This is an optimization exercise on Yosys and OpenROAD, whose aim is small area, not a production implementation.
In this exercise RTL edits were held to simulation tests only and were not proved equivalent to the original.

==> flow/design.v, too long to show whole: its modules and the start of the top module <==
// module _latency: 27 lines
// module interpolator_raw: 879 lines
// module mxn: 6 lines
// module fa: 6 lines
// module mj: 6 lines
// module ha: 6 lines
// module han: 7 lines
// module kp: 7 lines
// module or2: 6 lines
// module xor2: 6 lines
module  interpolator_raw #
(
    parameter D_width = 6
)
(
    input clk,rst,
    input clk_en,
    input din_valid,
    input din_last,
    input [D_width-1:0]dx,dy,
    input [7:0] lu,ru,ld,rd,
    output dout_valid,
    output dout_last,
    output [7:0] p
);
  // ...
==> flow/flow/run.sh <==
#!/bin/bash
# The standard layout (the standard.sh: ORFS synthesis to final layout),
# with two changes:
#  - each port gets a sky130_fd_sc_hd__buf_1 buffer instead of the larger
#    delay cell buffer_ports picks by default;
#  - clock tree synthesis builds its tree from clkbuf_4 and adds no dummy
#    loads.
# All of make's output goes to standard.log in this folder; ORFS writes each
# tool's own log under orfs/logs/.
set -euo pipefail
bash standard.sh \
  "BUFFER_PORTS_ARGS=-buffer_cell sky130_fd_sc_hd__buf_1" \
  "CTS_ARGS=-sink_clustering_enable -repair_clock_nets -dont_use_dummy_load -root_buf sky130_fd_sc_hd__clkbuf_4 -buf_list sky130_fd_sc_hd__clkbuf_4" \
  finish > standard.log 2>&1
==> flow/standard.sh <==
#!/bin/bash
# synth_recipe.tcl (not shown) runs the flow's synth.tcl, then flattens the netlist and writes it again
# the make line also repeats each setting of config.mk as NAME=value (left out here)
make -C /OpenROAD-flow-scripts/flow DESIGN_CONFIG=/design/flow/config.mk WORK_HOME=/design/flow/orfs CLKGATE_MAP_FILE= SYNTH_SCRIPT=/design/flow/synth_recipe.tcl "${@:-finish}"
==> flow/config.mk <==
export PLATFORM = sky130hd
export DESIGN_NAME = interpolator_raw
export DESIGN_NICKNAME = interpolator_raw
export VERILOG_FILES = /design/flow/design.v
export SDC_FILE = /design/flow/constraint.sdc
export NUM_CORES = 4
export LEC_CHECK = 0
export CAP_MARGIN = 20
export CORE_MARGIN = 2
export CORE_UTILIZATION = 65
export GPL_ROUTABILITY_DRIVEN = 0
export GPL_TIMING_DRIVEN = 0
export PLACE_DENSITY = 0.75
export SLEW_MARGIN = 20
export SYNTH_HIERARCHICAL = 1
export SYNTH_MINIMUM_KEEP_SIZE = 0
==> flow/constraint.sdc <==
create_clock -name core_clock -period 5.0 [get_ports {clk}]
set_input_delay 1.0000 -clock core_clock [delete_from_list [all_inputs] [get_ports {clk}]]
set_output_delay 1.0000 -clock core_clock [all_outputs]
set_load 0.01 [all_outputs]
==> impl_metrics.ini, run 1 <==
[cells_and_area]
multi_input_area_mm2 = 0.00438
final_design_area_no_fill_mm2 = 0.00693
post_layout_utilization_of_the_core_pct = 71.6
fraction_of_area_in_multi_input_gates_pct = 63.1
layout.buffer.nonclock.area_share_pct = 3.66

[critical_path]
critical_path_startpoint = dx[1]
crit_path_max_incr_delay_ns = 0.52
crit_arrival_ns = 4.99
timing.reg2reg.worst_path_depth = 14

[yosys]
compound_cell_area_share_of_the_yosys_netlist_pct = 20.4
synth_most_common_cell = sky130_fd_sc_hd__o22ai_1
avgSynthCellArea_um2 = 12.6
syn_inst = 512
synth_top_area_cell = sky130_fd_sc_hd__fa_1
area_share_of_and_or_nand_nor_cells_after_synthesis_pct = 4.34
synthFlopType = sky130_fd_sc_hd__edfxtp_1

[clock_tree]
htree_num_levels = 3
cts_setup_buffers = 0
cts.path.max_buffers = 2
post_cts_resized = 5
cts_hold_buf = 0

[global_route]
grt_antenna_before_repair = 0
globalRouteMet2Util_pct = 46.6

[detailed_routing]
wl_um = 14200
wl_met2_um = 7080
vias_per_instance = 7.12

[worst_hold_path]
endpoint_worst_hold = p4[4]
worst_hold_startpoint = p3[4]

[floorplanning]
die_width_um = 103
std_cell_rows = 36

[timing]
clock_skew_ns = 0.0370
worst-slew-pin-transition_ns = 0.625
finalSetupTns_ns = 0

[placement]
dpl.hpwl_um = 10900

[run_status]
outcome = timing/DRC/antenna clean
==> run 2: changes to the inputs <==
==> flow/design.v (replaced) <==
`timescale 1ns / 1ps
module _latency #(
    parameter Latency = 7,
    parameter DATA_Width = 8,
    parameter RST_Enable = 1
)
(
    input clk,rst,clk_en,
    input [DATA_Width-1:0] din,
    output [DATA_Width-1:0] dout 
);
reg [DATA_Width-1:0] _delay [Latency-1:0];
integer i;
always @(posedge clk) begin
    if(clk_en) begin
        for(i=0; i<Latency-1; i=i+1)
            _delay[i+1] <= _delay[i];
        _delay[0] <= din;
    end
    if(RST_Enable) begin
        if(rst) begin
            for(i=0; i<Latency-1; i=i+1)
                _delay[i] <= 0;
        end
    end
end
assign dout = _delay[Latency-1];
endmodule
`timescale 1ns / 1ps
module  interpolator_raw #
(
    parameter D_width = 6
)
(
    input clk,rst,
    input clk_en,
    input din_valid,
    input din_last,
    input [D_width-1:0]dx,dy,
    input [7:0] lu,ru,ld,rd,
    output dout_valid,
    output dout_last,
    output [7:0] p
);
wire [5:0] dx_n = ~dx;
wire xap1;
mxn u_xap1 (.s(dx[0]), .sn(dx_n[0]), .l(lu[0]), .r(ru[0]), .y(xap1));
wire xap2;
mxn u_xap2 (.s(dx[0]), .sn(dx_n[0]), .l(lu[1]), .r(ru[1]), .y(xap2));
wire xap3;
mxn u_xap3 (.s(dx[0]), .sn(dx_n[0]), .l(lu[2]), .r(ru[2]), .y(xap3));
wire xap4;
mxn u_xap4 (.s(dx[0]), .sn(dx_n[0]), .l(lu[3]), .r(ru[3]), .y(xap4));
wire xap5;
mxn u_xap5 (.s(dx[0]), .sn(dx_n[0]), .l(lu[4]), .r(ru[4]), .y(xap5));
wire xap6;
mxn u_xap6 (.s(dx[0]), .sn(dx_n[0]), .l(lu[5]), .r(ru[5]), .y(xap6));
wire xap7;
mxn u_xap7 (.s(dx[0]), .sn(dx_n[0]), .l(lu[6]), .r(ru[6]), .y(xap7));
wire xap8;
mxn u_xap8 (.s(dx[0]), .sn(dx_n[0]), .l(lu[7]), .r(ru[7]), .y(xap8));
wire xap9;
mxn u_xap9 (.s(dx[1]), .sn(dx_n[1]), .l(lu[0]), .r(ru[0]), .y(xap9));
wire xap10;
mxn u_xap10 (.s(dx[1]), .sn(dx_n[1]), .l(lu[1]), .r(ru[1]), .y(xap10));
wire xap11;
mxn u_xap11 (.s(dx[1]), .sn(dx_n[1]), .l(lu[2]), .r(ru[2]), .y(xap11));
wire xap12;
mxn u_xap12 (.s(dx[1]), .sn(dx_n[1]), .l(lu[3]), .r(ru[3]), .y(xap12));
wire xap13;
mxn u_xap13 (.s(dx[1]), .sn(dx_n[1]), .l(lu[4]), .r(ru[4]), .y(xap13));
wire xap14;
mxn u_xap14 (.s(dx[1]), .sn(dx_n[1]), .l(lu[5]), .r(ru[5]), .y(xap14));
wire xap15;
mxn u_xap15 (.s(dx[1]), .sn(dx_n[1]), .l(lu[6]), .r(ru[6]), .y(xap15));
wire xap16;
mxn u_xap16 (.s(dx[1]), .sn(dx_n[1]), .l(lu[7]), .r(ru[7]), .y(xap16));
wire xap17;
mxn u_xap17 (.s(dx[2]), .sn(dx_n[2]), .l(lu[0]), .r(ru[0]), .y(xap17));
wire xap18;
mxn u_xap18 (.s(dx[2]), .sn(dx_n[2]), .l(lu[1]), .r(ru[1]), .y(xap18));
wire xap19;
mxn u_xap19 (.s(dx[2]), .sn(dx_n[2]), .l(lu[2]), .r(ru[2]), .y(xap19));
wire xap20;
mxn u_xap20 (.s(dx[2]), .sn(dx_n[2]), .l(lu[3]), .r(ru[3]), .y(xap20));
wire xap21;
mxn u_xap21 (.s(dx[2]), .sn(dx_n[2]), .l(lu[4]), .r(ru[4]), .y(xap21));
wire xap22;
mxn u_xap22 (.s(dx[2]), .sn(dx_n[2]), .l(lu[5]), .r(ru[5]), .y(xap22));
wire xap23;
mxn u_xap23 (.s(dx[2]), .sn(dx_n[2]), .l(lu[6]), .r(ru[6]), .y(xap23));
wire xap24;
mxn u_xap24 (.s(dx[2]), .sn(dx_n[2]), .l(lu[7]), .r(ru[7]), .y(xap24));
wire xap25;
mxn u_xap25 (.s(dx[3]), .sn(dx_n[3]), .l(lu[0]), .r(ru[0]), .y(xap25));
wire xap26;
mxn u_xap26 (.s(dx[3]), .sn(dx_n[3]), .l(lu[1]), .r(ru[1]), .y(xap26));
wire xap27;
mxn u_xap27 (.s(dx[3]), .sn(dx_n[3]), .l(lu[2]), .r(ru[2]), .y(xap27));
wire xap28;
mxn u_xap28 (.s(dx[3]), .sn(dx_n[3]), .l(lu[3]), .r(ru[3]), .y(xap28));
wire xap29;
mxn u_xap29 (.s(dx[3]), .sn(dx_n[3]), .l(lu[4]), .r(ru[4]), .y(xap29));
wire xap30;
mxn u_xap30 (.s(dx[3]), .sn(dx_n[3]), .l(lu[5]), .r(ru[5]), .y(xap30));
wire xap31;
mxn u_xap31 (.s(dx[3]), .sn(dx_n[3]), .l(lu[6]), .r(ru[6]), .y(xap31));
wire xap32;
mxn u_xap32 (.s(dx[3]), .sn(dx_n[3]), .l(lu[7]), .r(ru[7]), .y(xap32));
wire xap33;
mxn u_xap33 (.s(dx[4]), .sn(dx_n[4]), .l(lu[0]), .r(ru[0]), .y(xap33));
wire xap34;
mxn u_xap34 (.s(dx[4]), .sn(dx_n[4]), .l(lu[1]), .r(ru[1]), .y(xap34));
wire xap35;
mxn u_xap35 (.s(dx[4]), .sn(dx_n[4]), .l(lu[2]), .r(ru[2]), .y(xap35));
wire xap36;
mxn u_xap36 (.s(dx[4]), .sn(dx_n[4]), .l(lu[3]), .r(ru[3]), .y(xap36));
wire xap37;
mxn u_xap37 (.s(dx[4]), .sn(dx_n[4]), .l(lu[4]), .r(ru[4]), .y(xap37));
wire xap38;
mxn u_xap38 (.s(dx[4]), .sn(dx_n[4]), .l(lu[5]), .r(ru[5]), .y(xap38));
wire xap39;
mxn u_xap39 (.s(dx[4]), .sn(dx_n[4]), .l(lu[6]), .r(ru[6]), .y(xap39));
wire xap40;
mxn u_xap40 (.s(dx[4]), .sn(dx_n[4]), .l(lu[7]), .r(ru[7]), .y(xap40));
wire xap41;
mxn u_xap41 (.s(dx[5]), .sn(dx_n[5]), .l(lu[0]), .r(ru[0]), .y(xap41));
wire xap42;
mxn u_xap42 (.s(dx[5]), .sn(dx_n[5]), .l(lu[1]), .r(ru[1]), .y(xap42));
wire xap43;
mxn u_xap43 (.s(dx[5]), .sn(dx_n[5]), .l(lu[2]), .r(ru[2]), .y(xap43));
wire xap44;
mxn u_xap44 (.s(dx[5]), .sn(dx_n[5]), .l(lu[3]), .r(ru[3]), .y(xap44));
wire xap45;
mxn u_xap45 (.s(dx[5]), .sn(dx_n[5]), .l(lu[4]), .r(ru[4]), .y(xap45));
wire xap46;
mxn u_xap46 (.s(dx[5]), .sn(dx_n[5]), .l(lu[5]), .r(ru[5]), .y(xap46));
wire xap47;
mxn u_xap47 (.s(dx[5]), .sn(dx_n[5]), .l(lu[6]), .r(ru[6]), .y(xap47));
wire xap48;
mxn u_xap48 (.s(dx[5]), .sn(dx_n[5]), .l(lu[7]), .r(ru[7]), .y(xap48));
wire xas50, xac49;
fa u_xas50 (.a(xap10), .b(xap17), .ci(xap3), .s(xas50), .co(xac49));
wire xas52, xac51;
fa u_xas52 (.a(xap11), .b(xap18), .ci(xap25), .s(xas52), .co(xac51));
wire xas54, xac53;
fa u_xas54 (.a(xap4), .b(xac49), .ci(xas52), .s(xas54), .co(xac53));
wire xas56, xac55;
fa u_xas56 (.a(xap12), .b(xap19), .ci(xap26), .s(xas56), .co(xac55));
wire xas58, xac57;
fa u_xas58 (.a(xap33), .b(xap5), .ci(xac51), .s(xas58), .co(xac57));
wire xas60, xac59;
fa u_xas60 (.a(xas56), .b(xac53), .ci(xas58), .s(xas60), .co(xac59));
wire xas62, xac61;
fa u_xas62 (.a(xap13), .b(xap20), .ci(xap27), .s(xas62), .co(xac61));
wire xas64, xac63;
fa u_xas64 (.a(xap34), .b(xap41), .ci(xap6), .s(xas64), .co(xac63));
wire xas66, xac65;
fa u_xas66 (.a(xac55), .b(xas62), .ci(xas64), .s(xas66), .co(xac65));
wire xas68, xac67;
fa u_xas68 (.a(xac57), .b(xas66), .ci(xac59), .s(xas68), .co(xac67));
wire xas70, xac69;
fa u_xas70 (.a(xap14), .b(xap21), .ci(xap28), .s(xas70), .co(xac69));
wire xas72, xac71;
fa u_xas72 (.a(xap35), .b(xap42), .ci(xap7), .s(xas72), .co(xac71));
wire xas74, xac73;
fa u_xas74 (.a(xac61), .b(xac63), .ci(xas70), .s(xas74), .co(xac73));
wire xas76, xac75;
fa u_xas76 (.a(xas72), .b(xac65), .ci(xas74), .s(xas76), .co(xac75));
wire xas78, xac77;
fa u_xas78 (.a(xap15), .b(xap22), .ci(xap29), .s(xas78), .co(xac77));
wire xas80, xac79;
fa u_xas80 (.a(xap36), .b(xap43), .ci(xap8), .s(xas80), .co(xac79));
wire xas82, xac81;
fa u_xas82 (.a(xac69), .b(xac71), .ci(xas78), .s(xas82), .co(xac81));
wire xas84, xac83;
fa u_xas84 (.a(xas80), .b(xac73), .ci(xas82), .s(xas84), .co(xac83));
wire xas86, xac85;
fa u_xas86 (.a(xap16), .b(xap23), .ci(xap30), .s(xas86), .co(xac85));
wire xas88, xac87;
fa u_xas88 (.a(xap37), .b(xap44), .ci(xac77), .s(xas88), .co(xac87));
wire xas90, xac89;
fa u_xas90 (.a(xac79), .b(xas86), .ci(xac81), .s(xas90), .co(xac89));
wire xas92, xac91;
fa u_xas92 (.a(xas88), .b(xac83), .ci(xas90), .s(xas92), .co(xac91));
wire xas94, xac93;
fa u_xas94 (.a(xap24), .b(xap31), .ci(xap38), .s(xas94), .co(xac93));
wire xas96, xac95;
fa u_xas96 (.a(xap45), .b(xac85), .ci(xas94), .s(xas96), .co(xac95));
wire xas98, xac97;
fa u_xas98 (.a(xac87), .b(xas96), .ci(xac89), .s(xas98), .co(xac97));
wire xas100, xac99;
fa u_xas100 (.a(xap32), .b(xap39), .ci(xap46), .s(xas100), .co(xac99));
wire xas102, xac101;
fa u_xas102 (.a(xac93), .b(xas100), .ci(xac95), .s(xas102), .co(xac101));
wire xas104, xac103;
fa u_xas104 (.a(xap40), .b(xap47), .ci(xac99), .s(xas104), .co(xac103));
wire xak105, xap106;
or2 u_xak105 (.a(xap2), .b(xap9), .y(xak105));
xor2 u_xap106 (.a(xap2), .b(xap9), .y(xap106));
wire xak107 = xas50;
wire xap108 = 1'b1;
wire xak109 = xas54;
wire xap110 = 1'b1;
wire xak111 = xas60;
wire xap112 = 1'b1;
wire xak113 = xas68;
wire xap114 = 1'b1;
wire xak115, xap116;
kp u_xak115 (.a(xas76), .b(xac67), .k(xak115), .p(xap116));
wire xak117, xap118;
kp u_xak117 (.a(xac75), .b(xas84), .k(xak117), .p(xap118));
wire xak119 = xas92;
wire xap120 = 1'b1;
wire xak121, xap122;
kp u_xak121 (.a(xac91), .b(xas98), .k(xak121), .p(xap122));
wire xak123, xap124;
kp u_xak123 (.a(xas102), .b(xac97), .k(xak123), .p(xap124));
wire xak125, xap126;
kp u_xak125 (.a(xas104), .b(xac101), .k(xak125), .p(xap126));
wire xak127, xap128;
kp u_xak127 (.a(xap48), .b(xac103), .k(xak127), .p(xap128));
wire xak129 = 1'b1;
wire xap130 = 1'b0;
wire xaK131 = xak107 | (xap108 & xak105);
wire xaP132 = xap108 & xap106;
wire xaK133 = xak111 | (xap112 & xak109);
wire xaP134 = xap112 & xap110;
wire xaK135 = xak115 | (xap116 & xak113);
wire xaP136 = xap116 & xap114;
wire xaK137 = xak119 | (xap120 & xak117);
wire xaP138 = xap120 & xap118;
wire xaK139 = xak123 | (xap124 & xak121);
wire xaP140 = xap124 & xap122;
wire xaK141 = xak127 | (xap128 & xak125);
wire xaP142 = xap128 & xap126;
wire xaK143 = xak109 | (xap110 & xaK131);
wire xaP144 = xap110 & xaP132;
wire xaK145 = xaK133 | (xaP134 & xaK131);
wire xaP146 = xaP134 & xaP132;
wire xaK147 = xak117 | (xap118 & xaK135);
wire xaP148 = xap118 & xaP136;
wire xaK149 = xaK137 | (xaP138 & xaK135);
wire xaP150 = xaP138 & xaP136;
wire xaK151 = xak125 | (xap126 & xaK139);
wire xaP152 = xap126 & xaP140;
wire xaK153 = xaK141 | (xaP142 & xaK139);
wire xaP154 = xaP142 & xaP140;
wire xaK155 = xak113 | (xap114 & xaK145);
wire xaP156 = xap114 & xaP146;
wire xaK157 = xaK135 | (xaP136 & xaK145);
wire xaP158 = xaP136 & xaP146;
wire xaK159 = xaK147 | (xaP148 & xaK145);
wire xaP160 = xaP148 & xaP146;
wire xaK161 = xaK149 | (xaP150 & xaK145);
wire xaP162 = xaP150 & xaP146;
wire xaK163 = xak129 | (xap130 & xaK153);
wire xaP164 = xap130 & xaP154;
wire xaK165 = xak121 | (xap122 & xaK161);
wire xaP166 = xap122 & xaP162;
wire xaK167 = xaK139 | (xaP140 & xaK161);
wire xaP168 = xaP140 & xaP162;
wire xaK169 = xaK151 | (xaP152 & xaK161);
wire xaP170 = xaP152 & xaP162;
wire xaK171 = xaK153 | (xaP154 & xaK161);
wire xaP172 = xaP154 & xaP162;
wire xaK173 = xaK163 | (xaP164 & xaK161);
wire xaP174 = xaP164 & xaP162;
wire xao175;
xor2 u_xao175 (.a(xas50), .b(xak105), .y(xao175));
wire xao176;
xor2 u_xao176 (.a(xas54), .b(xaK131), .y(xao176));
wire xao177;
xor2 u_xao177 (.a(xas60), .b(xaK143), .y(xao177));
wire xao178;
xor2 u_xao178 (.a(xas68), .b(xaK145), .y(xao178));
wire xao179;
xnor2 u_xao179 (.a(xap116), .b(xaK155), .y(xao179));
wire xao180;
xnor2 u_xao180 (.a(xap118), .b(xaK157), .y(xao180));
wire xao181;
xor2 u_xao181 (.a(xas92), .b(xaK159), .y(xao181));
wire xao182;
xnor2 u_xao182 (.a(xap122), .b(xaK161), .y(xao182));
wire xao183;
xnor2 u_xao183 (.a(xap124), .b(xaK165), .y(xao183));
wire xao184;
xnor2 u_xao184 (.a(xap126), .b(xaK167), .y(xao184));
wire xao185;
xnor2 u_xao185 (.a(xap128), .b(xaK169), .y(xao185));
wire xbp186;
mxn u_xbp186 (.s(dx[0]), .sn(dx_n[0]), .l(ld[0]), .r(rd[0]), .y(xbp186));
wire xbp187;
mxn u_xbp187 (.s(dx[0]), .sn(dx_n[0]), .l(ld[1]), .r(rd[1]), .y(xbp187));
wire xbp188;
mxn u_xbp188 (.s(dx[0]), .sn(dx_n[0]), .l(ld[2]), .r(rd[2]), .y(xbp188));
wire xbp189;
mxn u_xbp189 (.s(dx[0]), .sn(dx_n[0]), .l(ld[3]), .r(rd[3]), .y(xbp189));
wire xbp190;
mxn u_xbp190 (.s(dx[0]), .sn(dx_n[0]), .l(ld[4]), .r(rd[4]), .y(xbp190));
wire xbp191;
mxn u_xbp191 (.s(dx[0]), .sn(dx_n[0]), .l(ld[5]), .r(rd[5]), .y(xbp191));
wire xbp192;
mxn u_xbp192 (.s(dx[0]), .sn(dx_n[0]), .l(ld[6]), .r(rd[6]), .y(xbp192));
wire xbp193;
mxn u_xbp193 (.s(dx[0]), .sn(dx_n[0]), .l(ld[7]), .r(rd[7]), .y(xbp193));
wire xbp194;
mxn u_xbp194 (.s(dx[1]), .sn(dx_n[1]), .l(ld[0]), .r(rd[0]), .y(xbp194));
wire xbp195;
mxn u_xbp195 (.s(dx[1]), .sn(dx_n[1]), .l(ld[1]), .r(rd[1]), .y(xbp195));
wire xbp196;
mxn u_xbp196 (.s(dx[1]), .sn(dx_n[1]), .l(ld[2]), .r(rd[2]), .y(xbp196));
wire xbp197;
mxn u_xbp197 (.s(dx[1]), .sn(dx_n[1]), .l(ld[3]), .r(rd[3]), .y(xbp197));
wire xbp198;
mxn u_xbp198 (.s(dx[1]), .sn(dx_n[1]), .l(ld[4]), .r(rd[4]), .y(xbp198));
wire xbp199;
mxn u_xbp199 (.s(dx[1]), .sn(dx_n[1]), .l(ld[5]), .r(rd[5]), .y(xbp199));
wire xbp200;
mxn u_xbp200 (.s(dx[1]), .sn(dx_n[1]), .l(ld[6]), .r(rd[6]), .y(xbp200));
wire xbp201;
mxn u_xbp201 (.s(dx[1]), .sn(dx_n[1]), .l(ld[7]), .r(rd[7]), .y(xbp201));
wire xbp202;
mxn u_xbp202 (.s(dx[2]), .sn(dx_n[2]), .l(ld[0]), .r(rd[0]), .y(xbp202));
wire xbp203;
mxn u_xbp203 (.s(dx[2]), .sn(dx_n[2]), .l(ld[1]), .r(rd[1]), .y(xbp203));
wire xbp204;
mxn u_xbp204 (.s(dx[2]), .sn(dx_n[2]), .l(ld[2]), .r(rd[2]), .y(xbp204));
wire xbp205;
mxn u_xbp205 (.s(dx[2]), .sn(dx_n[2]), .l(ld[3]), .r(rd[3]), .y(xbp205));
wire xbp206;
mxn u_xbp206 (.s(dx[2]), .sn(dx_n[2]), .l(ld[4]), .r(rd[4]), .y(xbp206));
wire xbp207;
mxn u_xbp207 (.s(dx[2]), .sn(dx_n[2]), .l(ld[5]), .r(rd[5]), .y(xbp207));
wire xbp208;
mxn u_xbp208 (.s(dx[2]), .sn(dx_n[2]), .l(ld[6]), .r(rd[6]), .y(xbp208));
wire xbp209;
mxn u_xbp209 (.s(dx[2]), .sn(dx_n[2]), .l(ld[7]), .r(rd[7]), .y(xbp209));
wire xbp210;
mxn u_xbp210 (.s(dx[3]), .sn(dx_n[3]), .l(ld[0]), .r(rd[0]), .y(xbp210));
wire xbp211;
mxn u_xbp211 (.s(dx[3]), .sn(dx_n[3]), .l(ld[1]), .r(rd[1]), .y(xbp211));
wire xbp212;
mxn u_xbp212 (.s(dx[3]), .sn(dx_n[3]), .l(ld[2]), .r(rd[2]), .y(xbp212));
wire xbp213;
mxn u_xbp213 (.s(dx[3]), .sn(dx_n[3]), .l(ld[3]), .r(rd[3]), .y(xbp213));
wire xbp214;
mxn u_xbp214 (.s(dx[3]), .sn(dx_n[3]), .l(ld[4]), .r(rd[4]), .y(xbp214));
wire xbp215;
mxn u_xbp215 (.s(dx[3]), .sn(dx_n[3]), .l(ld[5]), .r(rd[5]), .y(xbp215));
wire xbp216;
mxn u_xbp216 (.s(dx[3]), .sn(dx_n[3]), .l(ld[6]), .r(rd[6]), .y(xbp216));
wire xbp217;
mxn u_xbp217 (.s(dx[3]), .sn(dx_n[3]), .l(ld[7]), .r(rd[7]), .y(xbp217));
wire xbp218;
mxn u_xbp218 (.s(dx[4]), .sn(dx_n[4]), .l(ld[0]), .r(rd[0]), .y(xbp218));
wire xbp219;
mxn u_xbp219 (.s(dx[4]), .sn(dx_n[4]), .l(ld[1]), .r(rd[1]), .y(xbp219));
wire xbp220;
mxn u_xbp220 (.s(dx[4]), .sn(dx_n[4]), .l(ld[2]), .r(rd[2]), .y(xbp220));
wire xbp221;
mxn u_xbp221 (.s(dx[4]), .sn(dx_n[4]), .l(ld[3]), .r(rd[3]), .y(xbp221));
wire xbp222;
mxn u_xbp222 (.s(dx[4]), .sn(dx_n[4]), .l(ld[4]), .r(rd[4]), .y(xbp222));
wire xbp223;
mxn u_xbp223 (.s(dx[4]), .sn(dx_n[4]), .l(ld[5]), .r(rd[5]), .y(xbp223));
wire xbp224;
mxn u_xbp224 (.s(dx[4]), .sn(dx_n[4]), .l(ld[6]), .r(rd[6]), .y(xbp224));
wire xbp225;
mxn u_xbp225 (.s(dx[4]), .sn(dx_n[4]), .l(ld[7]), .r(rd[7]), .y(xbp225));
wire xbp226;
mxn u_xbp226 (.s(dx[5]), .sn(dx_n[5]), .l(ld[0]), .r(rd[0]), .y(xbp226));
wire xbp227;
mxn u_xbp227 (.s(dx[5]), .sn(dx_n[5]), .l(ld[1]), .r(rd[1]), .y(xbp227));
wire xbp228;
mxn u_xbp228 (.s(dx[5]), .sn(dx_n[5]), .l(ld[2]), .r(rd[2]), .y(xbp228));
wire xbp229;
mxn u_xbp229 (.s(dx[5]), .sn(dx_n[5]), .l(ld[3]), .r(rd[3]), .y(xbp229));
wire xbp230;
mxn u_xbp230 (.s(dx[5]), .sn(dx_n[5]), .l(ld[4]), .r(rd[4]), .y(xbp230));
wire xbp231;
mxn u_xbp231 (.s(dx[5]), .sn(dx_n[5]), .l(ld[5]), .r(rd[5]), .y(xbp231));
wire xbp232;
mxn u_xbp232 (.s(dx[5]), .sn(dx_n[5]), .l(ld[6]), .r(rd[6]), .y(xbp232));
wire xbp233;
mxn u_xbp233 (.s(dx[5]), .sn(dx_n[5]), .l(ld[7]), .r(rd[7]), .y(xbp233));
wire xbs235, xbc234;
fa u_xbs235 (.a(xbp188), .b(xbp195), .ci(xbp202), .s(xbs235), .co(xbc234));
wire xbs237, xbc236;
fa u_xbs237 (.a(xbp189), .b(xbp196), .ci(xbp203), .s(xbs237), .co(xbc236));
wire xbs239, xbc238;
fa u_xbs239 (.a(xbp210), .b(xbc234), .ci(xbs237), .s(xbs239), .co(xbc238));
wire xbs241, xbc240;
fa u_xbs241 (.a(xbp190), .b(xbp197), .ci(xbp204), .s(xbs241), .co(xbc240));
wire xbs243, xbc242;
fa u_xbs243 (.a(xbp211), .b(xbp218), .ci(xbc236), .s(xbs243), .co(xbc242));
wire xbs245, xbc244;
fa u_xbs245 (.a(xbs241), .b(xbc238), .ci(xbs243), .s(xbs245), .co(xbc244));
wire xbs247, xbc246;
fa u_xbs247 (.a(xbp191), .b(xbp198), .ci(xbp205), .s(xbs247), .co(xbc246));
wire xbs249, xbc248;
fa u_xbs249 (.a(xbp212), .b(xbp219), .ci(xbp226), .s(xbs249), .co(xbc248));
wire xbs251, xbc250;
fa u_xbs251 (.a(xbc240), .b(xbs247), .ci(xbs249), .s(xbs251), .co(xbc250));
wire xbs253, xbc252;
fa u_xbs253 (.a(xbc242), .b(xbs251), .ci(xbc244), .s(xbs253), .co(xbc252));
wire xbs255, xbc254;
fa u_xbs255 (.a(xbp192), .b(xbp199), .ci(xbp206), .s(xbs255), .co(xbc254));
wire xbs257, xbc256;
fa u_xbs257 (.a(xbp213), .b(xbp220), .ci(xbp227), .s(xbs257), .co(xbc256));
wire xbs259, xbc258;
fa u_xbs259 (.a(xbc246), .b(xbc248), .ci(xbs255), .s(xbs259), .co(xbc258));
wire xbs261, xbc260;
fa u_xbs261 (.a(xbs257), .b(xbc250), .ci(xbs259), .s(xbs261), .co(xbc260));
wire xbs263, xbc262;
fa u_xbs263 (.a(xbp193), .b(xbp200), .ci(xbp207), .s(xbs263), .co(xbc262));
wire xbs265, xbc264;
fa u_xbs265 (.a(xbp214), .b(xbp221), .ci(xbp228), .s(xbs265), .co(xbc264));
wire xbs267, xbc266;
fa u_xbs267 (.a(xbc254), .b(xbc256), .ci(xbs263), .s(xbs267), .co(xbc266));
wire xbs269, xbc268;
fa u_xbs269 (.a(xbs265), .b(xbc258), .ci(xbs267), .s(xbs269), .co(xbc268));
wire xbs271, xbc270;
fa u_xbs271 (.a(xbp201), .b(xbp208), .ci(xbp215), .s(xbs271), .co(xbc270));
wire xbs273, xbc272;
fa u_xbs273 (.a(xbp222), .b(xbp229), .ci(xbc262), .s(xbs273), .co(xbc272));
wire xbs275, xbc274;
fa u_xbs275 (.a(xbc264), .b(xbs271), .ci(xbc266), .s(xbs275), .co(xbc274));
wire xbs277, xbc276;
fa u_xbs277 (.a(xbs273), .b(xbc268), .ci(xbs275), .s(xbs277), .co(xbc276));
wire xbs279, xbc278;
fa u_xbs279 (.a(xbp209), .b(xbp216), .ci(xbp223), .s(xbs279), .co(xbc278));
wire xbs281, xbc280;
fa u_xbs281 (.a(xbp230), .b(xbc270), .ci(xbs279), .s(xbs281), .co(xbc280));
wire xbs283, xbc282;
fa u_xbs283 (.a(xbc272), .b(xbs281), .ci(xbc274), .s(xbs283), .co(xbc282));
wire xbs285, xbc284;
fa u_xbs285 (.a(xbp217), .b(xbp224), .ci(xbp231), .s(xbs285), .co(xbc284));
wire xbs287, xbc286;
fa u_xbs287 (.a(xbc278), .b(xbs285), .ci(xbc280), .s(xbs287), .co(xbc286));
wire xbs289, xbc288;
fa u_xbs289 (.a(xbp225), .b(xbp232), .ci(xbc284), .s(xbs289), .co(xbc288));
wire xbk290, xbp291;
or2 u_xbk290 (.a(xbp187), .b(xbp194), .y(xbk290));
xor2 u_xbp291 (.a(xbp187), .b(xbp194), .y(xbp291));
wire xbk292 = xbs235;
wire xbp293 = 1'b1;
wire xbk294 = xbs239;
wire xbp295 = 1'b1;
wire xbk296 = xbs245;
wire xbp297 = 1'b1;
wire xbk298 = xbs253;
wire xbp299 = 1'b1;
wire xbk300, xbp301;
kp u_xbk300 (.a(xbs261), .b(xbc252), .k(xbk300), .p(xbp301));
wire xbk302, xbp303;
kp u_xbk302 (.a(xbc260), .b(xbs269), .k(xbk302), .p(xbp303));
wire xbk304 = xbs277;
wire xbp305 = 1'b1;
wire xbk306, xbp307;
kp u_xbk306 (.a(xbc276), .b(xbs283), .k(xbk306), .p(xbp307));
wire xbk308, xbp309;
kp u_xbk308 (.a(xbs287), .b(xbc282), .k(xbk308), .p(xbp309));
wire xbk310, xbp311;
kp u_xbk310 (.a(xbs289), .b(xbc286), .k(xbk310), .p(xbp311));
wire xbk312, xbp313;
kp u_xbk312 (.a(xbp233), .b(xbc288), .k(xbk312), .p(xbp313));
wire xbk314 = 1'b1;
wire xbp315 = 1'b0;
wire xbK316 = xbk292 | (xbp293 & xbk290);
wire xbP317 = xbp293 & xbp291;
wire xbK318 = xbk296 | (xbp297 & xbk294);
wire xbP319 = xbp297 & xbp295;
wire xbK320 = xbk300 | (xbp301 & xbk298);
wire xbP321 = xbp301 & xbp299;
wire xbK322 = xbk304 | (xbp305 & xbk302);
wire xbP323 = xbp305 & xbp303;
wire xbK324 = xbk308 | (xbp309 & xbk306);
wire xbP325 = xbp309 & xbp307;
wire xbK326 = xbk312 | (xbp313 & xbk310);
wire xbP327 = xbp313 & xbp311;
wire xbK328 = xbk294 | (xbp295 & xbK316);
wire xbP329 = xbp295 & xbP317;
wire xbK330 = xbK318 | (xbP319 & xbK316);
wire xbP331 = xbP319 & xbP317;
wire xbK332 = xbk302 | (xbp303 & xbK320);
wire xbP333 = xbp303 & xbP321;
wire xbK334 = xbK322 | (xbP323 & xbK320);
wire xbP335 = xbP323 & xbP321;
wire xbK336 = xbk310 | (xbp311 & xbK324);
wire xbP337 = xbp311 & xbP325;
wire xbK338 = xbK326 | (xbP327 & xbK324);
wire xbP339 = xbP327 & xbP325;
wire xbK340 = xbk298 | (xbp299 & xbK330);
wire xbP341 = xbp299 & xbP331;
wire xbK342 = xbK320 | (xbP321 & xbK330);
wire xbP343 = xbP321 & xbP331;
wire xbK344 = xbK332 | (xbP333 & xbK330);
wire xbP345 = xbP333 & xbP331;
wire xbK346 = xbK334 | (xbP335 & xbK330);
wire xbP347 = xbP335 & xbP331;
wire xbK348 = xbk314 | (xbp315 & xbK338);
wire xbP349 = xbp315 & xbP339;
wire xbK350 = xbk306 | (xbp307 & xbK346);
wire xbP351 = xbp307 & xbP347;
wire xbK352 = xbK324 | (xbP325 & xbK346);
wire xbP353 = xbP325 & xbP347;
wire xbK354 = xbK336 | (xbP337 & xbK346);
wire xbP355 = xbP337 & xbP347;
wire xbK356 = xbK338 | (xbP339 & xbK346);
wire xbP357 = xbP339 & xbP347;
wire xbK358 = xbK348 | (xbP349 & xbK346);
wire xbP359 = xbP349 & xbP347;
wire xbo360;
xor2 u_xbo360 (.a(xbs235), .b(xbk290), .y(xbo360));
wire xbo361;
xor2 u_xbo361 (.a(xbs239), .b(xbK316), .y(xbo361));
wire xbo362;
xor2 u_xbo362 (.a(xbs245), .b(xbK328), .y(xbo362));
wire xbo363;
xor2 u_xbo363 (.a(xbs253), .b(xbK330), .y(xbo363));
wire xbo364;
xnor2 u_xbo364 (.a(xbp301), .b(xbK340), .y(xbo364));
wire xbo365;
xnor2 u_xbo365 (.a(xbp303), .b(xbK342), .y(xbo365));
wire xbo366;
xor2 u_xbo366 (.a(xbs277), .b(xbK344), .y(xbo366));
wire xbo367;
xnor2 u_xbo367 (.a(xbp307), .b(xbK346), .y(xbo367));
wire xbo368;
xnor2 u_xbo368 (.a(xbp309), .b(xbK350), .y(xbo368));
wire xbo369;
xnor2 u_xbo369 (.a(xbp311), .b(xbK352), .y(xbo369));
wire xbo370;
xnor2 u_xbo370 (.a(xbp313), .b(xbK354), .y(xbo370));
wire [13:0] a = {~xaK171, xao185, xao184, xao183, xao182, xao181, xao180, xao179, xao178, xao177, xao176, xao175, xap106, ~xap1};
wire [13:0] b = {~xbK356, xbo370, xbo369, xbo368, xbo367, xbo366, xbo365, xbo364, xbo363, xbo362, xbo361, xbo360, xbp291, ~xbp186};
reg [13:0] a_1, b_1;
reg [5:0] dy_1;
always @ (posedge clk)
    if (clk_en) begin
        a_1 <= a;
        b_1 <= b;
        dy_1 <= dy;
    end
wire [5:0] dy_1_n = ~dy_1;
wire yp371;
mxn u_yp371 (.s(dy_1[0]), .sn(dy_1_n[0]), .l(a_1[0]), .r(b_1[0]), .y(yp371));
wire yp372;
mxn u_yp372 (.s(dy_1[0]), .sn(dy_1_n[0]), .l(a_1[1]), .r(b_1[1]), .y(yp372));
wire yp373;
mxn u_yp373 (.s(dy_1[0]), .sn(dy_1_n[0]), .l(a_1[2]), .r(b_1[2]), .y(yp373));
wire yp374;
mxn u_yp374 (.s(dy_1[0]), .sn(dy_1_n[0]), .l(a_1[3]), .r(b_1[3]), .y(yp374));
wire yp375;
mxn u_yp375 (.s(dy_1[0]), .sn(dy_1_n[0]), .l(a_1[4]), .r(b_1[4]), .y(yp375));
wire yp376;
mxn u_yp376 (.s(dy_1[0]), .sn(dy_1_n[0]), .l(a_1[5]), .r(b_1[5]), .y(yp376));
wire yp377;
mxn u_yp377 (.s(dy_1[0]), .sn(dy_1_n[0]), .l(a_1[6]), .r(b_1[6]), .y(yp377));
wire yp378;
mxn u_yp378 (.s(dy_1[0]), .sn(dy_1_n[0]), .l(a_1[7]), .r(b_1[7]), .y(yp378));
wire yp379;
mxn u_yp379 (.s(dy_1[0]), .sn(dy_1_n[0]), .l(a_1[8]), .r(b_1[8]), .y(yp379));
wire yp380;
mxn u_yp380 (.s(dy_1[0]), .sn(dy_1_n[0]), .l(a_1[9]), .r(b_1[9]), .y(yp380));
wire yp381;
mxn u_yp381 (.s(dy_1[0]), .sn(dy_1_n[0]), .l(a_1[10]), .r(b_1[10]), .y(yp381));
wire yp382;
mxn u_yp382 (.s(dy_1[0]), .sn(dy_1_n[0]), .l(a_1[11]), .r(b_1[11]), .y(yp382));
wire yp383;
mxn u_yp383 (.s(dy_1[0]), .sn(dy_1_n[0]), .l(a_1[12]), .r(b_1[12]), .y(yp383));
wire yp384;
mxn u_yp384 (.s(dy_1[0]), .sn(dy_1_n[0]), .l(a_1[13]), .r(b_1[13]), .y(yp384));
wire yp385;
mxn u_yp385 (.s(dy_1[1]), .sn(dy_1_n[1]), .l(a_1[0]), .r(b_1[0]), .y(yp385));
wire yp386;
mxn u_yp386 (.s(dy_1[1]), .sn(dy_1_n[1]), .l(a_1[1]), .r(b_1[1]), .y(yp386));
wire yp387;
mxn u_yp387 (.s(dy_1[1]), .sn(dy_1_n[1]), .l(a_1[2]), .r(b_1[2]), .y(yp387));
wire yp388;
mxn u_yp388 (.s(dy_1[1]), .sn(dy_1_n[1]), .l(a_1[3]), .r(b_1[3]), .y(yp388));
wire yp389;
mxn u_yp389 (.s(dy_1[1]), .sn(dy_1_n[1]), .l(a_1[4]), .r(b_1[4]), .y(yp389));
wire yp390;
mxn u_yp390 (.s(dy_1[1]), .sn(dy_1_n[1]), .l(a_1[5]), .r(b_1[5]), .y(yp390));
wire yp391;
mxn u_yp391 (.s(dy_1[1]), .sn(dy_1_n[1]), .l(a_1[6]), .r(b_1[6]), .y(yp391));
wire yp392;
mxn u_yp392 (.s(dy_1[1]), .sn(dy_1_n[1]), .l(a_1[7]), .r(b_1[7]), .y(yp392));
wire yp393;
mxn u_yp393 (.s(dy_1[1]), .sn(dy_1_n[1]), .l(a_1[8]), .r(b_1[8]), .y(yp393));
wire yp394;
mxn u_yp394 (.s(dy_1[1]), .sn(dy_1_n[1]), .l(a_1[9]), .r(b_1[9]), .y(yp394));
wire yp395;
mxn u_yp395 (.s(dy_1[1]), .sn(dy_1_n[1]), .l(a_1[10]), .r(b_1[10]), .y(yp395));
wire yp396;
mxn u_yp396 (.s(dy_1[1]), .sn(dy_1_n[1]), .l(a_1[11]), .r(b_1[11]), .y(yp396));
wire yp397;
mxn u_yp397 (.s(dy_1[1]), .sn(dy_1_n[1]), .l(a_1[12]), .r(b_1[12]), .y(yp397));
wire yp398;
mxn u_yp398 (.s(dy_1[1]), .sn(dy_1_n[1]), .l(a_1[13]), .r(b_1[13]), .y(yp398));
wire yp399;
mxn u_yp399 (.s(dy_1[2]), .sn(dy_1_n[2]), .l(a_1[0]), .r(b_1[0]), .y(yp399));
wire yp400;
mxn u_yp400 (.s(dy_1[2]), .sn(dy_1_n[2]), .l(a_1[1]), .r(b_1[1]), .y(yp400));
wire yp401;
mxn u_yp401 (.s(dy_1[2]), .sn(dy_1_n[2]), .l(a_1[2]), .r(b_1[2]), .y(yp401));
wire yp402;
mxn u_yp402 (.s(dy_1[2]), .sn(dy_1_n[2]), .l(a_1[3]), .r(b_1[3]), .y(yp402));
wire yp403;
mxn u_yp403 (.s(dy_1[2]), .sn(dy_1_n[2]), .l(a_1[4]), .r(b_1[4]), .y(yp403));
wire yp404;
mxn u_yp404 (.s(dy_1[2]), .sn(dy_1_n[2]), .l(a_1[5]), .r(b_1[5]), .y(yp404));
wire yp405;
mxn u_yp405 (.s(dy_1[2]), .sn(dy_1_n[2]), .l(a_1[6]), .r(b_1[6]), .y(yp405));
wire yp406;
mxn u_yp406 (.s(dy_1[2]), .sn(dy_1_n[2]), .l(a_1[7]), .r(b_1[7]), .y(yp406));
wire yp407;
mxn u_yp407 (.s(dy_1[2]), .sn(dy_1_n[2]), .l(a_1[8]), .r(b_1[8]), .y(yp407));
wire yp408;
mxn u_yp408 (.s(dy_1[2]), .sn(dy_1_n[2]), .l(a_1[9]), .r(b_1[9]), .y(yp408));
wire yp409;
mxn u_yp409 (.s(dy_1[2]), .sn(dy_1_n[2]), .l(a_1[10]), .r(b_1[10]), .y(yp409));
wire yp410;
mxn u_yp410 (.s(dy_1[2]), .sn(dy_1_n[2]), .l(a_1[11]), .r(b_1[11]), .y(yp410));
wire yp411;
mxn u_yp411 (.s(dy_1[2]), .sn(dy_1_n[2]), .l(a_1[12]), .r(b_1[12]), .y(yp411));
wire yp412;
mxn u_yp412 (.s(dy_1[2]), .sn(dy_1_n[2]), .l(a_1[13]), .r(b_1[13]), .y(yp412));
wire yp413;
mxn u_yp413 (.s(dy_1[3]), .sn(dy_1_n[3]), .l(a_1[0]), .r(b_1[0]), .y(yp413));
wire yp414;
mxn u_yp414 (.s(dy_1[3]), .sn(dy_1_n[3]), .l(a_1[1]), .r(b_1[1]), .y(yp414));
wire yp415;
mxn u_yp415 (.s(dy_1[3]), .sn(dy_1_n[3]), .l(a_1[2]), .r(b_1[2]), .y(yp415));
wire yp416;
mxn u_yp416 (.s(dy_1[3]), .sn(dy_1_n[3]), .l(a_1[3]), .r(b_1[3]), .y(yp416));
wire yp417;
mxn u_yp417 (.s(dy_1[3]), .sn(dy_1_n[3]), .l(a_1[4]), .r(b_1[4]), .y(yp417));
wire yp418;
mxn u_yp418 (.s(dy_1[3]), .sn(dy_1_n[3]), .l(a_1[5]), .r(b_1[5]), .y(yp418));
wire yp419;
mxn u_yp419 (.s(dy_1[3]), .sn(dy_1_n[3]), .l(a_1[6]), .r(b_1[6]), .y(yp419));
wire yp420;
mxn u_yp420 (.s(dy_1[3]), .sn(dy_1_n[3]), .l(a_1[7]), .r(b_1[7]), .y(yp420));
wire yp421;
mxn u_yp421 (.s(dy_1[3]), .sn(dy_1_n[3]), .l(a_1[8]), .r(b_1[8]), .y(yp421));
wire yp422;
mxn u_yp422 (.s(dy_1[3]), .sn(dy_1_n[3]), .l(a_1[9]), .r(b_1[9]), .y(yp422));
wire yp423;
mxn u_yp423 (.s(dy_1[3]), .sn(dy_1_n[3]), .l(a_1[10]), .r(b_1[10]), .y(yp423));
wire yp424;
mxn u_yp424 (.s(dy_1[3]), .sn(dy_1_n[3]), .l(a_1[11]), .r(b_1[11]), .y(yp424));
wire yp425;
mxn u_yp425 (.s(dy_1[3]), .sn(dy_1_n[3]), .l(a_1[12]), .r(b_1[12]), .y(yp425));
wire yp426;
mxn u_yp426 (.s(dy_1[3]), .sn(dy_1_n[3]), .l(a_1[13]), .r(b_1[13]), .y(yp426));
wire yp427;
mxn u_yp427 (.s(dy_1[4]), .sn(dy_1_n[4]), .l(a_1[0]), .r(b_1[0]), .y(yp427));
wire yp428;
mxn u_yp428 (.s(dy_1[4]), .sn(dy_1_n[4]), .l(a_1[1]), .r(b_1[1]), .y(yp428));
wire yp429;
mxn u_yp429 (.s(dy_1[4]), .sn(dy_1_n[4]), .l(a_1[2]), .r(b_1[2]), .y(yp429));
wire yp430;
mxn u_yp430 (.s(dy_1[4]), .sn(dy_1_n[4]), .l(a_1[3]), .r(b_1[3]), .y(yp430));
wire yp431;
mxn u_yp431 (.s(dy_1[4]), .sn(dy_1_n[4]), .l(a_1[4]), .r(b_1[4]), .y(yp431));
wire yp432;
mxn u_yp432 (.s(dy_1[4]), .sn(dy_1_n[4]), .l(a_1[5]), .r(b_1[5]), .y(yp432));
wire yp433;
mxn u_yp433 (.s(dy_1[4]), .sn(dy_1_n[4]), .l(a_1[6]), .r(b_1[6]), .y(yp433));
wire yp434;
mxn u_yp434 (.s(dy_1[4]), .sn(dy_1_n[4]), .l(a_1[7]), .r(b_1[7]), .y(yp434));
wire yp435;
mxn u_yp435 (.s(dy_1[4]), .sn(dy_1_n[4]), .l(a_1[8]), .r(b_1[8]), .y(yp435));
wire yp436;
mxn u_yp436 (.s(dy_1[4]), .sn(dy_1_n[4]), .l(a_1[9]), .r(b_1[9]), .y(yp436));
wire yp437;
mxn u_yp437 (.s(dy_1[4]), .sn(dy_1_n[4]), .l(a_1[10]), .r(b_1[10]), .y(yp437));
wire yp438;
mxn u_yp438 (.s(dy_1[4]), .sn(dy_1_n[4]), .l(a_1[11]), .r(b_1[11]), .y(yp438));
wire yp439;
mxn u_yp439 (.s(dy_1[4]), .sn(dy_1_n[4]), .l(a_1[12]), .r(b_1[12]), .y(yp439));
wire yp440;
mxn u_yp440 (.s(dy_1[4]), .sn(dy_1_n[4]), .l(a_1[13]), .r(b_1[13]), .y(yp440));
wire yp441;
mxn u_yp441 (.s(dy_1[5]), .sn(dy_1_n[5]), .l(a_1[0]), .r(b_1[0]), .y(yp441));
wire yp442;
mxn u_yp442 (.s(dy_1[5]), .sn(dy_1_n[5]), .l(a_1[1]), .r(b_1[1]), .y(yp442));
wire yp443;
mxn u_yp443 (.s(dy_1[5]), .sn(dy_1_n[5]), .l(a_1[2]), .r(b_1[2]), .y(yp443));
wire yp444;
mxn u_yp444 (.s(dy_1[5]), .sn(dy_1_n[5]), .l(a_1[3]), .r(b_1[3]), .y(yp444));
wire yp445;
mxn u_yp445 (.s(dy_1[5]), .sn(dy_1_n[5]), .l(a_1[4]), .r(b_1[4]), .y(yp445));
wire yp446;
mxn u_yp446 (.s(dy_1[5]), .sn(dy_1_n[5]), .l(a_1[5]), .r(b_1[5]), .y(yp446));
wire yp447;
mxn u_yp447 (.s(dy_1[5]), .sn(dy_1_n[5]), .l(a_1[6]), .r(b_1[6]), .y(yp447));
wire yp448;
mxn u_yp448 (.s(dy_1[5]), .sn(dy_1_n[5]), .l(a_1[7]), .r(b_1[7]), .y(yp448));
wire yp449;
mxn u_yp449 (.s(dy_1[5]), .sn(dy_1_n[5]), .l(a_1[8]), .r(b_1[8]), .y(yp449));
wire yp450;
mxn u_yp450 (.s(dy_1[5]), .sn(dy_1_n[5]), .l(a_1[9]), .r(b_1[9]), .y(yp450));
wire yp451;
mxn u_yp451 (.s(dy_1[5]), .sn(dy_1_n[5]), .l(a_1[10]), .r(b_1[10]), .y(yp451));
wire yp452;
mxn u_yp452 (.s(dy_1[5]), .sn(dy_1_n[5]), .l(a_1[11]), .r(b_1[11]), .y(yp452));
wire yp453;
mxn u_yp453 (.s(dy_1[5]), .sn(dy_1_n[5]), .l(a_1[12]), .r(b_1[12]), .y(yp453));
wire yp454;
mxn u_yp454 (.s(dy_1[5]), .sn(dy_1_n[5]), .l(a_1[13]), .r(b_1[13]), .y(yp454));
wire ys456, yc455;
fa u_ys456 (.a(yp373), .b(yp386), .ci(yp399), .s(ys456), .co(yc455));
wire ys458, yc457;
fa u_ys458 (.a(yp374), .b(yp387), .ci(yp400), .s(ys458), .co(yc457));
wire ys460, yc459;
fa u_ys460 (.a(yp413), .b(yc455), .ci(ys458), .s(ys460), .co(yc459));
wire ys462, yc461;
fa u_ys462 (.a(yp375), .b(yp388), .ci(yp401), .s(ys462), .co(yc461));
wire ys464, yc463;
fa u_ys464 (.a(yp414), .b(yp427), .ci(yc457), .s(ys464), .co(yc463));
wire ys466, yc465;
fa u_ys466 (.a(ys462), .b(yc459), .ci(ys464), .s(ys466), .co(yc465));
wire ys468, yc467;
fa u_ys468 (.a(yp376), .b(yp389), .ci(yp402), .s(ys468), .co(yc467));
wire ys470, yc469;
fa u_ys470 (.a(yp415), .b(yp428), .ci(yp441), .s(ys470), .co(yc469));
wire ys472, yc471;
fa u_ys472 (.a(yc461), .b(ys468), .ci(ys470), .s(ys472), .co(yc471));
wire ys474, yc473;
fa u_ys474 (.a(yc463), .b(ys472), .ci(yc465), .s(ys474), .co(yc473));
wire ys476, yc475;
fa u_ys476 (.a(yp377), .b(yp390), .ci(yp403), .s(ys476), .co(yc475));
wire ys478, yc477;
fa u_ys478 (.a(yp416), .b(yp429), .ci(yp442), .s(ys478), .co(yc477));
wire ys480, yc479;
fa u_ys480 (.a(yc467), .b(yc469), .ci(ys476), .s(ys480), .co(yc479));
wire ys482, yc481;
fa u_ys482 (.a(ys478), .b(yc471), .ci(ys480), .s(ys482), .co(yc481));
wire ys484, yc483;
fa u_ys484 (.a(yp378), .b(yp391), .ci(yp404), .s(ys484), .co(yc483));
wire ys486, yc485;
fa u_ys486 (.a(yp417), .b(yp430), .ci(yp443), .s(ys486), .co(yc485));
wire ys488, yc487;
fa u_ys488 (.a(yc475), .b(yc477), .ci(ys484), .s(ys488), .co(yc487));
wire ys490, yc489;
fa u_ys490 (.a(ys486), .b(yc479), .ci(ys488), .s(ys490), .co(yc489));
wire ys492, yc491;
fa u_ys492 (.a(yp379), .b(yp392), .ci(yp405), .s(ys492), .co(yc491));
wire ys494, yc493;
fa u_ys494 (.a(yp418), .b(yp431), .ci(yp444), .s(ys494), .co(yc493));
wire ys496, yc495;
fa u_ys496 (.a(yc483), .b(yc485), .ci(ys492), .s(ys496), .co(yc495));
wire ys498, yc497;
fa u_ys498 (.a(ys494), .b(yc487), .ci(ys496), .s(ys498), .co(yc497));
wire ys500, yc499;
fa u_ys500 (.a(yp380), .b(yp393), .ci(yp406), .s(ys500), .co(yc499));
wire ys502, yc501;
fa u_ys502 (.a(yp419), .b(yp432), .ci(yp445), .s(ys502), .co(yc501));
wire ys504, yc503;
fa u_ys504 (.a(yc491), .b(yc493), .ci(ys500), .s(ys504), .co(yc503));
wire ys506, yc505;
fa u_ys506 (.a(ys502), .b(yc495), .ci(ys504), .s(ys506), .co(yc505));
wire ys508, yc507;
fa u_ys508 (.a(yp381), .b(yp394), .ci(yp407), .s(ys508), .co(yc507));
wire ys510, yc509;
fa u_ys510 (.a(yp420), .b(yp433), .ci(yp446), .s(ys510), .co(yc509));
wire ys512, yc511;
fa u_ys512 (.a(yc499), .b(yc501), .ci(ys508), .s(ys512), .co(yc511));
wire ys514, yc513;
fa u_ys514 (.a(ys510), .b(yc503), .ci(ys512), .s(ys514), .co(yc513));
wire ys516, yc515;
fa u_ys516 (.a(yp382), .b(yp395), .ci(yp408), .s(ys516), .co(yc515));
wire ys518, yc517;
fa u_ys518 (.a(yp421), .b(yp434), .ci(yp447), .s(ys518), .co(yc517));
wire ys520, yc519;
fa u_ys520 (.a(yc507), .b(yc509), .ci(ys516), .s(ys520), .co(yc519));
wire ys522, yc521;
fa u_ys522 (.a(ys518), .b(yc511), .ci(ys520), .s(ys522), .co(yc521));
wire ys524, yc523;
fa u_ys524 (.a(yp383), .b(yp396), .ci(yp409), .s(ys524), .co(yc523));
wire ys526, yc525;
fa u_ys526 (.a(yp422), .b(yp435), .ci(yp448), .s(ys526), .co(yc525));
wire ys528, yc527;
fa u_ys528 (.a(yc515), .b(yc517), .ci(ys524), .s(ys528), .co(yc527));
wire ys530, yc529;
fa u_ys530 (.a(ys526), .b(yc519), .ci(ys528), .s(ys530), .co(yc529));
wire ys532, yc531;
fa u_ys532 (.a(yp384), .b(yp397), .ci(yp410), .s(ys532), .co(yc531));
wire ys534, yc533;
fa u_ys534 (.a(yp423), .b(yp436), .ci(yp449), .s(ys534), .co(yc533));
wire ys536, yc535;
fa u_ys536 (.a(yc523), .b(yc525), .ci(ys532), .s(ys536), .co(yc535));
wire ys538, yc537;
fa u_ys538 (.a(ys534), .b(yc527), .ci(ys536), .s(ys538), .co(yc537));
wire ys540, yc539;
fa u_ys540 (.a(yp398), .b(yp411), .ci(yp424), .s(ys540), .co(yc539));
wire ys542, yc541;
fa u_ys542 (.a(yp437), .b(yp450), .ci(yc531), .s(ys542), .co(yc541));
wire ys544, yc543;
fa u_ys544 (.a(yc533), .b(ys540), .ci(yc535), .s(ys544), .co(yc543));
wire ys546, yc545;
fa u_ys546 (.a(ys542), .b(yc537), .ci(ys544), .s(ys546), .co(yc545));
wire ys548, yc547;
fa u_ys548 (.a(yp412), .b(yp425), .ci(yp438), .s(ys548), .co(yc547));
wire ys550, yc549;
fa u_ys550 (.a(yp451), .b(yc539), .ci(ys548), .s(ys550), .co(yc549));
wire ys552, yc551;
fa u_ys552 (.a(yc541), .b(ys550), .ci(yc543), .s(ys552), .co(yc551));
wire ys554, yc553;
fa u_ys554 (.a(yp426), .b(yp439), .ci(yp452), .s(ys554), .co(yc553));
wire ys556, yc555;
fa u_ys556 (.a(yc547), .b(ys554), .ci(yc549), .s(ys556), .co(yc555));
wire ys558, yc557;
fa u_ys558 (.a(yp440), .b(yp453), .ci(yc553), .s(ys558), .co(yc557));
wire yk559, yp560;
or2 u_yk559 (.a(yp372), .b(yp385), .y(yk559));
xor2 u_yp560 (.a(yp372), .b(yp385), .y(yp560));
wire yk561 = ys456;
wire yp562 = 1'b1;
wire yk563 = ys460;
wire yp564 = 1'b1;
wire yk565 = ys466;
wire yp566 = 1'b1;
wire yk567 = ys474;
wire yp568 = 1'b1;
wire yk569, yp570;
kp u_yk569 (.a(ys482), .b(yc473), .k(yk569), .p(yp570));
wire yk571, yp572;
kp u_yk571 (.a(yc481), .b(ys490), .k(yk571), .p(yp572));
wire yk573, yp574;
kp u_yk573 (.a(yc489), .b(ys498), .k(yk573), .p(yp574));
wire yk575, yp576;
kp u_yk575 (.a(yc497), .b(ys506), .k(yk575), .p(yp576));
wire yk577, yp578;
kp u_yk577 (.a(yc505), .b(ys514), .k(yk577), .p(yp578));
wire yk579, yp580;
kp u_yk579 (.a(yc513), .b(ys522), .k(yk579), .p(yp580));
wire yk581, yp582;
kp u_yk581 (.a(yc521), .b(ys530), .k(yk581), .p(yp582));
wire yk583, yp584;
kp u_yk583 (.a(yc529), .b(ys538), .k(yk583), .p(yp584));
wire yk585 = ys546;
wire yp586 = 1'b1;
wire yk587, yp588;
kp u_yk587 (.a(yc545), .b(ys552), .k(yk587), .p(yp588));
wire yk589, yp590;
kp u_yk589 (.a(ys556), .b(yc551), .k(yk589), .p(yp590));
wire yk591, yp592;
kp u_yk591 (.a(ys558), .b(yc555), .k(yk591), .p(yp592));
wire yk593, yp594;
kp u_yk593 (.a(yp454), .b(yc557), .k(yk593), .p(yp594));
wire yk595 = 1'b1;
wire yp596 = 1'b0;
wire yK597 = yk561 | (yp562 & yk559);
wire yP598 = yp562 & yp560;
wire yK599 = yk565 | (yp566 & yk563);
wire yP600 = yp566 & yp564;
wire yK601 = yk569 | (yp570 & yk567);
wire yP602 = yp570 & yp568;
wire yK603 = yk573 | (yp574 & yk571);
wire yP604 = yp574 & yp572;
wire yK605 = yk577 | (yp578 & yk575);
wire yP606 = yp578 & yp576;
wire yK607 = yk581 | (yp582 & yk579);
wire yP608 = yp582 & yp580;
wire yK609 = yk585 | (yp586 & yk583);
wire yP610 = yp586 & yp584;
wire yK611 = yk589 | (yp590 & yk587);
wire yP612 = yp590 & yp588;
wire yK613 = yk593 | (yp594 & yk591);
wire yP614 = yp594 & yp592;
wire yK615 = yk563 | (yp564 & yK597);
wire yP616 = yp564 & yP598;
wire yK617 = yK599 | (yP600 & yK597);
wire yP618 = yP600 & yP598;
wire yK619 = yk571 | (yp572 & yK601);
wire yP620 = yp572 & yP602;
wire yK621 = yK603 | (yP604 & yK601);
wire yP622 = yP604 & yP602;
wire yK623 = yk579 | (yp580 & yK605);
wire yP624 = yp580 & yP606;
wire yK625 = yK607 | (yP608 & yK605);
wire yP626 = yP608 & yP606;
wire yK627 = yk587 | (yp588 & yK609);
wire yP628 = yp588 & yP610;
wire yK629 = yK611 | (yP612 & yK609);
wire yP630 = yP612 & yP610;
wire yK631 = yk595 | (yp596 & yK613);
wire yP632 = yp596 & yP614;
wire yK633 = yk567 | (yp568 & yK617);
wire yP634 = yp568 & yP618;
wire yK635 = yK601 | (yP602 & yK617);
wire yP636 = yP602 & yP618;
wire yK637 = yK619 | (yP620 & yK617);
wire yP638 = yP620 & yP618;
wire yK639 = yK621 | (yP622 & yK617);
wire yP640 = yP622 & yP618;
wire yK641 = yk583 | (yp584 & yK625);
wire yP642 = yp584 & yP626;
wire yK643 = yK609 | (yP610 & yK625);
wire yP644 = yP610 & yP626;
wire yK645 = yK627 | (yP628 & yK625);
wire yP646 = yP628 & yP626;
wire yK647 = yK629 | (yP630 & yK625);
wire yP648 = yP630 & yP626;
wire yK649 = yk575 | (yp576 & yK639);
wire yP650 = yp576 & yP640;
wire yK651 = yK605 | (yP606 & yK639);
wire yP652 = yP606 & yP640;
wire yK653 = yK623 | (yP624 & yK639);
wire yP654 = yP624 & yP640;
wire yK655 = yK625 | (yP626 & yK639);
wire yP656 = yP626 & yP640;
wire yK657 = yK641 | (yP642 & yK639);
wire yP658 = yP642 & yP640;
wire yK659 = yK643 | (yP644 & yK639);
wire yP660 = yP644 & yP640;
wire yK661 = yK645 | (yP646 & yK639);
wire yP662 = yP646 & yP640;
wire yK663 = yK647 | (yP648 & yK639);
wire yP664 = yP648 & yP640;
wire yK665 = yk591 | (yp592 & yK663);
wire yP666 = yp592 & yP664;
wire yK667 = yK613 | (yP614 & yK663);
wire yP668 = yP614 & yP664;
wire yK669 = yK631 | (yP632 & yK663);
wire yP670 = yP632 & yP664;
wire yo671;
xnor2 u_yo671 (.a(yp582), .b(yK653), .y(yo671));
wire yo672;
xnor2 u_yo672 (.a(yp584), .b(yK655), .y(yo672));
wire yo673;
xor2 u_yo673 (.a(ys546), .b(yK657), .y(yo673));
wire yo674;
xnor2 u_yo674 (.a(yp588), .b(yK659), .y(yo674));
wire yo675;
xnor2 u_yo675 (.a(yp590), .b(yK661), .y(yo675));
wire yo676;
xnor2 u_yo676 (.a(yp592), .b(yK663), .y(yo676));
wire yo677;
xnor2 u_yo677 (.a(yp594), .b(yK665), .y(yo677));
wire [7:0] s_hi = {~yK667, yo677, yo676, yo675, yo674, yo673, yo672, yo671};
reg [7:0] p2, p3, p4;
always @ (posedge clk)
    if (clk_en) begin
        p2 <= s_hi;
        p3 <= p2;
        p4 <= p3;
    end
assign p = p4;
reg [3:0] v, l;
always @ (posedge clk) begin
    if (clk_en) begin
        v <= {v[2:0], din_valid};
        l <= {l[2:0], din_last};
    end
    if (rst)
        v[2:0] <= 3'b0;
end
assign dout_valid = v[3];
assign dout_last = l[3];
endmodule
module mxn (
    input s, sn, l, r,
    output y
);
assign y = ~((s | l) & (sn | r));
endmodule
module fa (
    input a, b, ci,
    output s, co
);
assign {co, s} = a + b + ci;
endmodule
module mj (
    input a, b, c,
    output y
);
assign y = (a & b) | (a & c) | (b & c);
endmodule
module ha (
    input a, b,
    output s, co
);
assign {co, s} = a + b;
endmodule
module han (
    input a, b,
    output s, co
);
assign s = ~(a ^ b);
assign co = a | b;
endmodule
module kp (
    input a, b,
    output k, p
);
assign k = a & b;
assign p = a ^ b;
endmodule
module or2 (
    input a, b,
    output y
);
assign y = a | b;
endmodule
module xor2 (
    input a, b,
    output y
);
assign y = a ^ b;
endmodule
module xnor2 (
    input a, b,
    output y
);
assign y = ~(a ^ b);
endmodule
==> run 2 against run 1 <==
Effect of this change: utilization grew 0.39 points; final cell count is 1.1% lower; clock skew rose by 0.0037 ns; cell area is essentially flat.
==> impl_metrics.ini, run 2 <==
[global_route]
via_count_of_the_first_global_routing_pass = 4954
grt_antenna_before_repair = 0
gr-usage-met3_pct = 4.75
grt_pass1_wl_um = 22900
grt_most_used_layer = met2
globalRouteMet2Util_pct = 47.0

[yosys]
syn_inst = 499
synth_async_sr_flop_share_pct = 0
post_synth_num_cell_types = 33
syn-num-nets = 680
synthFlopType = sky130_fd_sc_hd__edfxtp_1
synth_top_area_cell = sky130_fd_sc_hd__fa_1
avgSynthCellArea_um2 = 12.8
synth-warning-count = 7
synth.cells.most_frequent = sky130_fd_sc_hd__o22ai_1, sky130_fd_sc_hd__fa_1, sky130_fd_sc_hd__edfxtp_1
synth_most_common_cell = sky130_fd_sc_hd__o22ai_1
synthDominantCellAreaShare_pct = 33.8

[timing]
worst-slew-pin-transition_ns = 0.776
grt_setup_unrepaired = false
final.setup.worst_slack_ns = 0.200
maxClockFrequency_ghz = 0.208
clock_skew_ns = 0.0407
report.final.slew_viol_count = 0

[detailed_routing]
wl_um = 14100
ant_nets = 0
wl_per_cell_um = 20.0
vias_per_instance = 7.10
drtIter0Drc = 423
routed-via-count = 5022

[placement]
numPortBuffers = 58
placed_cells_incl_taps = 691
dpl.hpwl_um = 10700

[critical_path]
crit_arrival_ns = 4.95
cpLargestDelayFamily = adder cells
cp-start-kind = input pin
worst_path_max_delay_cell = sky130_fd_sc_hd__clkdlybuf4s15_1
critical_path.max_fanout = 17
cp_data_required_time_ns = 5.15
critical_path.endpoint_type = flop
timing.reg2reg.worst_path_depth = 13
timing_worst_setup_path_type = input pin to flop
crit_path_max_incr_delay_ns = 0.68

[worst_hold_path]
min_path_cells = 0
min_path_type = flop to flop

[floorplanning]
core-area_mm2 = 0.00964
die_width_um = 103
chipHeight_um = 103
std_cell_rows = 36
initial_cell_density_of_the_core_pct = 66.3

[clock_tree]
clkTransAtPathRegs_ns = 0.10
cts_root_buf = sky130_fd_sc_hd__clkbuf_4
tritoncts_num_sinks = 66
htree_num_levels = 3
numCtsBuffers = 9
cts.path.max_buffers = 2

[cells_and_area]
layout.cells.most_common_list = sky130_fd_sc_hd__o22ai_1, sky130_fd_sc_hd__fa_1, sky130_fd_sc_hd__edfxtp_1
largest_registers = a_1: 14 flops, b_1: 14 flops
most_common_library_cell_in_the_layout_ignoring_fill_and_taps = sky130_fd_sc_hd__o22ai_1
stdcell_count = 707
fillerInstances = 695
layout.nets = 756
syn_to_final_growth_pct = 8.54

[run_status]
outcome = timing/DRC/antenna clean
## run 2: cell count changes after synthesis, sizes merged, moves of 3 or more
cell / change
a21o: +6
ha: -9
inv: -12
nand2: -3
nand2b: +4
nor2: -3
nor4: -4
o21ai: +3
or2: +4
xnor2: +11
## run 2: logic make-up after synthesis
| group | count (synthesis) | share of synthesized area (%) |
|---|---|---|
| XOR/XNOR | 31 | 4.25 |
| AO/OA/AOI/OAI | 212 | 21.5 |
| flip-flops | 66 | 30.5 |
| AND/OR/NAND/NOR | 38 | 3.74 |
| buffers and inverters | 17 | 0.999 |
| multiplexers | 3 | 0.470 |
| adder cells (fa/ha/maj) | 132 | 38.5 |
## run 2: per-stage QoR
step | setup TNS (ns) | utilization, % | instance area [µm²] | hold slack, ns
6_report | 0 | 71.9 | 6940 | 0.430
5_1_grt | 0 | 71.9 | 6930 | 0.439
4_1_cts | 0 | 71.2 | 6870 | 0.432
3_5_place_dp | -5.40 | 70.5 | 6800 | 0.407
3_3_place_gp | -4.44 | 70.3 | 6770 | 0.401
2_1_floorplan | 0 | - | 6390 | 0.400
## run 2: worst paths after layout
check	to	slack (ns)	start
setup / recovery	a_1[11]	0.20	dx[5]
hold reg to reg	p4[5]	0.43	p3[5]
hold / removal	p4[5]	0.43	p3[5]
setup reg to reg	p2[6]	0.32	dy_1[3]
## run 2: modules after synthesis (local to each module, per instance)
| module | area (µm²) | cells | copies in the design |
|---|---|---|---|
| interpolator_raw | 2520 | 154 | 1 |
| xor2 | 8.76 | 1 | 13 |
| mxn | 6.26 | 1 | 179 |
| fa | 20.0 | 1 | 108 |
| kp | 12.5 | 1 | 24 |
| or2 | 6.26 | 1 | 3 |
| xnor2 | 8.76 | 1 | 18 |
## run 2: routing by layer
metal / part of all wire [%] / routed length (µm) / vias to the layer above
li1: - / - / 2150
met1: 38 / 5430 / 2462
met2: 50 / 7060 / 367
met3: 9.5 / 1340 / 43
met4: 2.0 / 286 / 0
met5: 0 / 0 / -
## run 2: cell type report
class | count | area (µm²) | area share [%]
Inverter | 17 | 71.3 | 1.03
Sequential cell | 66 | 1950 | 28.1
Tap cell | 133 | 166 | 2.40
Multi-Input combinational cell | 416 | 4370 | 63.1
Antenna cell | 1 | 2.50 | 0.0361
Timing Repair Buffer | 65 | 302 | 4.35
Clock buffer | 9 | 67.6 | 0.974
## run 2: what timing repair did
| item | in CTS | in global routing |
|---|---|---|
| resized for setup | 4 | 4 |
| endpoints found under the setup margin | 9 | 2 |
| hold buffers | 0 | 0 |
| setup buffers | 0 | 6 |

## re-timing with driven ports
The flow's constraints put no driver on any port. The routed layouts listed below were extracted and timed again, unchanged, in two steps. Step 1 assumes that a clkbuf_16 drives the clock port and a buf_2 every other input. Step 2 moves the port delays by t, midway between the first and last clock arrival at a register: inputs arrive t later, outputs are due t later. That takes back most of the time a late clock gives input paths. a / b / c = ideal / step 1 / step 2; a / b = the first two.
run | t, ns | setup slack, ns | hold slack, ns | worst setup path at the end
run 1 | 0.426 | 0.155 / 0.161 / -0.266 | 0.419 / 0.419 / 0.419 | input to register
run 2 | 0.430 | 0.200 / 0.208 / -0.223 | 0.430 / 0.430 / 0.430 | input to register
With both steps, setup timing fails in run 1 and run 2, where it was met with ideal ports. The setup slack of run 2, which loses most, moves by +0.008 ns with the drivers and by -0.423 ns with both steps.
